From an optimization exercise on the open Yosys and OpenROAD flow, aimed at small area, a short achievable clock period and few clock cycles per item; shortcuts taken in it are not production practice.
RTL that was checked went through simulation tests only; none was proved equivalent to the original.

Design SQRTLOG, start of the top module:
module SQRTLOG #(parameter NBITS = 20, M = 10, N = 10)
              (input logic clock, reset,
               input logic [1:0] op,
               input logic [NBITS-1:0] data_in,
               output logic done,
               output logic [NBITS-1:0] data_out);
clock: 8.0 ns
lec_check: 0
abc_clock_period_in_ps: 4000
cap_margin: 20
core_margin: 2
core_utilization: 40
setup_slack_margin: 3.5
slew_margin: 20
run.sh (not shown) runs the stock make flow with config.mk's settings and CLKGATE_MAP_FILE= SYNTH_SCRIPT=/design/flow/synth_recipe.tcl, a recipe that flattens the netlist after the stock synthesis.
The first run finished clean.
Then changed:
ABC_CLOCK_PERIOD_IN_PS = 3000   (was 4000)
SETUP_SLACK_MARGIN = 5   (was 3.5)
- maximum frequency climbs by about 0.5%
- routed wire length climbs by 7.8%
- setup slack improves by 0.029 ns
- cell area climbs by 10%
- sequential share of layout area drops by 1.3 points
- core utilization climbs by 5.3 points
- cell count climbs by about 6%
- first-iteration DRC count climbs by about 10%
- non-clock buffer count climbs by 79
- die area is unchanged
Function was not checked in any run of this note: the RTL went through the layout flow alone.

========
SQRTLOG, a different RTL version from the one above (not shown whole).
Size: ~1000 cells after synthesis, about 45 flip-flops, ~45 I/O pins, ~7800 sq um of cells after synthesis.
make LEC_CHECK=0 CAP_MARGIN=20 CORE_MARGIN=2 CORE_UTILIZATION=40 SETUP_SLACK_MARGIN=2.5 SLEW_MARGIN=20 finish   # period 8.0 ns
The first run finished with timing, DRC and antenna clean.
Testbench counts at the start, summed over its fixed seeds: cycles 19,259, ops 1,920.
==> next run, changes <==
Settings changed: SETUP_SLACK_MARGIN 2.5 to 4.
=> Clock-buffer cell count is unchanged; die area stays the same; area after synthesis is unchanged; wire length is higher by 14%; global-route usage grows by 2.7 points; hold slack improves by 0.0074 ns; worst setup slack is better by 0.72 ns; final cell count climbs by 8.5%; core utilization increases by 9.8 points; sequential share of layout area came out lower by 2.0 points.

========
== run a ==
SQRTLOG, a different RTL version from the one above (not shown whole).
Size in the first run: about 1000 cells after synthesis, roughly 46 flip-flops, ~0.0077 sq mm of cells after synthesis.
clock: 8.0 ns
lec_check: 0
cap_margin: 20
core_margin: 2
core_utilization: 40
setup_slack_margin: 4
slew_margin: 20
--- input diff run a..run b ---
diff --git a/flow/config.mk b/flow/config.mk
--- a/flow/config.mk
+++ b/flow/config.mk
@@ -11 +10,0 @@
-export SETUP_SLACK_MARGIN = 4
--- outcome ---
- Changes observed in run b relative to run a: tap cell instance count roughly the same, number of multi-input logic gates roughly the same.
- Share of the clock period used by the worst path after layout is higher on run b
- Summary of the comparison: wire length is lower in run b, relative to run a.
Function was not checked in any run of this note: the RTL went through the layout flow alone.

========
Setup of run 1:
Another version of the RTL of SQRTLOG (not shown whole).
Size: about 45 flip-flops, ~45 I/O pins, about 0.0086 mm^2 of cells after synthesis.
clock: 8.0 ns
lec_check: 0
cap_margin: 20
core_margin: 2
core_utilization: 40
setup_slack_margin: 4
slew_margin: 20
No stage failed in run 1, and the final checks on the layout all came back clean.
Testbench counts of run 1, summed over its fixed seeds: cycles 17,952, ops 1,920.
### run 1 -> run 2
- PLACE_DENSITY newly set to 0.7
- SETUP_SLACK_MARGIN changed from 4 to 3.5
- CORE_UTILIZATION changed from 40 to 60
==> comparison <==
[compare] base=run 1 new=run 2: worst reg-to-reg setup slack lost 0.02 ns. The die height in run 2 sits about 18% below the value recorded for run 1. Run 2 has completed all stages; timing, DRC and antenna checks passed. Via count came out lower on run 2 than on run 1. Cell area after layout for run 2 is lower than for run 1.
## Diff of input files: run 3 against run 2
- PLACE_DENSITY removed (was 0.7)
- CORE_UTILIZATION changed from 60 to 40
- SETUP_SLACK_MARGIN changed from 3.5 to 3.8
==> flow/flow/run.sh (new file) <==
#!/bin/bash
cp standard.sh standard_sh.log
export BUFFER_PORTS_ARGS="-buffer_cell sky130_fd_sc_hd__buf_2"
bash standard.sh > standard.log 2>&1
==> flow/standard.sh (new file) <==
#!/bin/bash
# synth_recipe.tcl (not shown) runs the flow's synth.tcl, then flattens the netlist and writes it again
# the make line also repeats each setting of config.mk as NAME=value (left out here)
make -C /OpenROAD-flow-scripts/flow DESIGN_CONFIG=/design/flow/config.mk WORK_HOME=/design/flow/orfs CLKGATE_MAP_FILE= SYNTH_SCRIPT=/design/flow/synth_recipe.tcl "${@:-finish}"
removed: flow/run.sh
## What came out
Higher final critical delay including setup and external delays among run 3 and run 2: run 2
Die area | run 3 > run 2
Placed cell count, run 3 and run 2, higher one = run 3.
Run 3 reached the final stage; the timing, DRC and antenna checks on its layout passed.
Modified inputs, run 4 compared to run 3
- swapping 3.8 for 3.5 in SETUP_SLACK_MARGIN
==> flow/run.sh (new file) <==
#!/bin/bash
# synth_recipe.tcl (not shown) runs the flow's synth.tcl, then flattens the netlist and writes it again
# the make line also repeats each setting of config.mk as NAME=value (left out here)
make -C /OpenROAD-flow-scripts/flow DESIGN_CONFIG=/design/flow/config.mk WORK_HOME=/design/flow/orfs CLKGATE_MAP_FILE= SYNTH_SCRIPT=/design/flow/synth_recipe.tcl finish
removed: flow/flow/run.sh
removed: flow/standard.sh
## What came out
In the route summary, run 4 ends up with a via count below that of run 3. Final cell count (higher): run 3. Run 3 vs run 4, endpoint of the most critical setup path: w[8]$_DFF_P_ vs data_out[6]$_DFFE_PP_. Across both runs, actual transition at the worst max-transition pin was lower for run 4 than for run 3. The synthesis-to-finish area growth number comes out higher for run 3 vs run 4.
Relative to run 4, the following input files were edited for run 5:
- SETUP_SLACK_MARGIN now 4.5, was 3.5
Notes after the runs:
- Run 5 against run 4; routed via count is up by more than 10%.
- Of run 5 and run 4, run 4 shows the lower detailed route wirelength on metal3, with run 5 above it.
- The run showing the greater flip-flop and latch share of the layout cell area is run 4.
- Measured against run 5, the total non-filler cell area in the finished layout of run 4 comes out at 0.824 times the reference value.
- Sort run 5 and run 4 by combined global-route utilization of all metal layers, ascending, and run 4 comes first.
- Total length of routed wires went up by more than 10% going from run 4 to run 5.

[afterwards: timing with drivers on the ports]
In the flow no input, the clock included, has a driving cell. The finished layouts below were timed again as built, in two steps. Step 1 assumes that a clkbuf_16 drives the clock port and a buf_2 every other input. Step 2 moves the port delays by t, midway between the first and last clock arrival at a register: inputs arrive t later, outputs are due t later. That takes back most of the time a late clock gives input paths. a / b / c = no drivers / after step 1 / after step 2; a / b = the first two.
run | shift t [ns] | slack for setup (ns) | hold slack, ns
the first run of note 1 | 0.386 | 1.958 / 1.959 / 1.573 | 0.458 / 0.458 / 0.458
the second run of note 1 | 0.379 | 1.987 / 2.000 / 1.622 | 0.457 / 0.457 / 0.457
the first run of note 2 | 0.343 | 2.630 / 2.650 / 2.307 | 0.545 / 0.545 / 0.545
the second run of note 2 | 0.334 | 3.347 / 3.347 / 3.130 | 0.553 / 0.553 / 0.553
run a | 0.344 | 3.351 / 3.351 / 3.120 | 0.552 / 0.552 / 0.552
run b | 0.338 | 1.679 / 1.699 / 1.361 | 0.526 / 0.526 / 0.526
run 1 | 0.351 | 3.639 / 3.639 / 3.639 | 0.565 / 0.565 / 0.565
run 2 | 0.329 | 3.600 / 3.618 / 3.293 | 0.547 / 0.547 / 0.547
run 3 | 0.338 | 3.664 / 3.664 / 3.565 | 0.570 / 0.570 / 0.570
run 4 | 0.338 | 3.675 / 3.680 / 3.358 | 0.548 / 0.548 / 0.548
run 5 | 0.330 | 3.785 / 3.785 / 3.785 | 0.565 / 0.565 / 0.565
After both steps setup and hold are still met in every run listed. For the first run of note 1, which loses most, drivers alone change the setup slack by +0.001 ns; drivers and shift together by -0.385 ns.
